Context: an optimization exercise on an open-source flow, tuned for small area and a short achievable clock period. The choices shown serve that exercise and are no tape-out recipe. RTL that was checked went through simulation tests only; none was proved equivalent to the original. Power figures rest on the tool's default switching activity, not on a simulated workload.

## mac_array
module mac_array (
    input  clk,
    input  rst_n,
    input  [3:0] enable,
    input  [3:0] clear_acc,
    input  [31:0] input_data,
    input  [31:0] weight,
    output [63:0] mac_out,
    output [63:0] activated_out,
    output [3:0] valid,
    output [3:0] overflow
);
    genvar i;
    generate
        for (i = 0; i < 4; i = i + 1) begin : mac_channels
            mac_unit mac_inst (
                .clk(clk),
                .rst_n(rst_n),
                .enable(enable[i]),
                .clear_acc(clear_acc[i]),
                .input_data(input_data[8*i+7:8*i]),
                .weight(weight[8*i+7:8*i]),
                .mac_out(mac_out[16*i+15:16*i]),
                .activated_out(activated_out[16*i+15:16*i]),
                .valid(valid[i]),
                .overflow(overflow[i])
            );
        end
    endgenerate
endmodule
For scale: roughly 170 flip-flops, about 210 I/O pins.
export LEC_CHECK = 0
export CAP_MARGIN = 20
export CORE_MARGIN = 2
export CORE_UTILIZATION = 40
export CTS_BUF_LIST = sky130_fd_sc_hd__clkbuf_4 sky130_fd_sc_hd__clkbuf_8
export SETUP_SLACK_MARGIN = 4.0
export SLEW_MARGIN = 20
export SYNTH_HIERARCHICAL = 1
create_clock -name core_clock -period 8.5 [get_ports {clk}]
standard.sh (not shown) runs the stock make flow with config.mk's settings and CLKGATE_MAP_FILE= SYNTH_SCRIPT=/design/flow/synth_recipe.tcl, a recipe that flattens the netlist after the stock synthesis.
==> flow/flow/run.sh <==
#!/bin/bash
# Standard layout, with the port buffers made from the smallest buffer cell
# instead of the resizer's default pick; timing repair upsizes them as needed.
cp standard.sh standard_sh.txt
export BUFFER_PORTS_ARGS="-buffer_cell sky130_fd_sc_hd__buf_1"
bash standard.sh > standard.log 2>&1
The starting point passed the timing, DRC and antenna checks.
Change:
==> flow/flow/run.sh (replaced) <==
#!/bin/bash
# Layout flow: the standard ORFS flow with two changes.
#  1. Synthesis extracts full/half adder cells only inside the carry-save
#     cells (csa_fa, csa_ha); the other adders are left to ABC, so their
#     carry chains are not built from slow full-adder cells.  Registers are
#     untouched, so they match the standard synthesis.
#  2. The port buffers use the smallest buffer cell; timing repair upsizes
#     the ones on critical paths.
set -euo pipefail
HERE=$PWD
sed 's/^\(  extract_fa {\*}\[dont_use_extract_fa_args\]\)$/\1 csa_fa csa_ha/' \
  "$FLOW_HOME/scripts/synth.tcl" > "$HERE/synth_sel.tcl"
grep -q 'dont_use_extract_fa_args\] csa_fa csa_ha' "$HERE/synth_sel.tcl"
sed "s#^source \$::env(SCRIPTS_DIR)/synth.tcl\$#source $HERE/synth_sel.tcl#" \
  "$HERE/synth_recipe.tcl" > "$HERE/synth_recipe_sel.tcl"
grep -q "source $HERE/synth_sel.tcl" "$HERE/synth_recipe_sel.tcl"
export BUFFER_PORTS_ARGS="-buffer_cell sky130_fd_sc_hd__buf_1"
bash standard.sh SYNTH_SCRIPT="$HERE/synth_recipe_sel.tcl" finish > standard.log 2>&1
- SETUP_SLACK_MARGIN: 4.0 -> 4.6
What happened:
- routed wire length is higher by 16%
- cell area is higher by 19%
- die area is higher by about 4%
- count of clock-buffer cells in the layout is higher by 2
- hold slack is better by 39 ps
- area after synthesis is higher by about 4%
- non-clock buffer count is higher by 108


Another version of the RTL of mac_array (not shown whole).
For scale: about 160 flip-flops, roughly 210 I/O pins, roughly 15000 µm² of cells after synthesis.
Design mac_array, start of the top module:
module mac_array (
    input  clk,
    input  rst_n,
    input  [3:0] enable,
    input  [3:0] clear_acc,
    input  [31:0] input_data,
    input  [31:0] weight,
    output [63:0] mac_out,
    output [63:0] activated_out,
    output [3:0] valid,
    output [3:0] overflow
);
export LEC_CHECK = 0
export CAP_MARGIN = 20
export CORE_MARGIN = 2
export CORE_UTILIZATION = 40
export CTS_BUF_LIST = sky130_fd_sc_hd__clkbuf_4 sky130_fd_sc_hd__clkbuf_8
export SETUP_SLACK_MARGIN = 3.7
export SLEW_MARGIN = 20
export SYNTH_HIERARCHICAL = 1
create_clock -name core_clock -period 8.5 [get_ports {clk}]
==> flow/flow/run.sh <==
#!/bin/bash
# Layout flow: the standard ORFS flow with two changes.
#  1. Synthesis extracts full/half adder cells only inside the carry-save
#     cells (csa_fa, csa_ha); the other adders are left to ABC, so their
#     carry chains are not built from slow full-adder cells.  Registers are
#     untouched, so they match the standard synthesis.
#  2. The port buffers use the smallest buffer cell; timing repair upsizes
#     the ones on critical paths.
set -euo pipefail
HERE=$PWD
sed 's/^\(  extract_fa {\*}\[dont_use_extract_fa_args\]\)$/\1 csa_fa csa_ha/' \
  "$FLOW_HOME/scripts/synth.tcl" > "$HERE/synth_sel.tcl"
grep -q 'dont_use_extract_fa_args\] csa_fa csa_ha' "$HERE/synth_sel.tcl"
sed "s#^source \$::env(SCRIPTS_DIR)/synth.tcl\$#source $HERE/synth_sel.tcl#" \
  "$HERE/synth_recipe.tcl" > "$HERE/synth_recipe_sel.tcl"
grep -q "source $HERE/synth_sel.tcl" "$HERE/synth_recipe_sel.tcl"
export BUFFER_PORTS_ARGS="-buffer_cell sky130_fd_sc_hd__buf_1"
bash standard.sh SYNTH_SCRIPT="$HERE/synth_recipe_sel.tcl" finish > standard.log 2>&1
The first run completed without violations.
Next try:
--- a/flow/config.mk
+++ b/flow/config.mk
@@ -10,5 +10,5 @@
 export CORE_UTILIZATION = 40
 export CTS_BUF_LIST = sky130_fd_sc_hd__clkbuf_4 sky130_fd_sc_hd__clkbuf_8
-export SETUP_SLACK_MARGIN = 3.7
+export SETUP_SLACK_MARGIN = 4.0
 export SLEW_MARGIN = 20
 export SYNTH_HIERARCHICAL = 1
Result:
- synthesized cell count does not change
- total power grows by about 19%
- design area rises by about 8%
- via count came out higher by 2.6%
- routed wire length rises by 6.9%
- clock-buffer cell count goes up by 3
- area after synthesis stays the same
- non-clock buffer count goes up by 44
Function was not checked in any run of this note: the RTL went through the layout flow alone.

-- static timing again, ports no longer ideal --
The results above use ideal ports. As a check the final layouts listed here were re-extracted and re-timed, cells and wires unchanged.
Step 1: set_driving_cell puts a clkbuf_16 on clk and a buf_2 on each other input, an assumption about the parent block.
Step 2 adds t to the input delays and takes it off the output delays; t is the mean of the earliest and latest rising clock arrival at the registers after step 1. Input paths then give back, and output paths get back, about the clock's delay inside the block.
Three values: ideal, step 1, step 2; two values: the first two.
run | t (ns) | slack for setup (ns) | hold WS [ns] | worst data-port slew with drivers (ns)
the first run of note 1 | 0.524 | 3.613 / 3.563 / 3.620 | 0.522 / 0.522 / 0.522 | 0.05
the second run of note 1 | 0.579 | 3.962 / 3.919 / 3.930 | 0.561 / 0.561 / 0.561 | 0.17
the first run of note 2 | 0.522 | 3.705 / 3.657 / 3.175 | 0.554 / 0.554 / 0.554 | 0.16
the second run of note 2 | 0.533 | 3.698 / 3.653 / 3.184 | 0.551 / 0.551 / 0.551 | 0.19
After both steps every run listed still meets setup and hold. For the first run of note 2, which loses most, drivers alone change the setup slack by -0.048 ns; drivers and shift together by -0.530 ns.
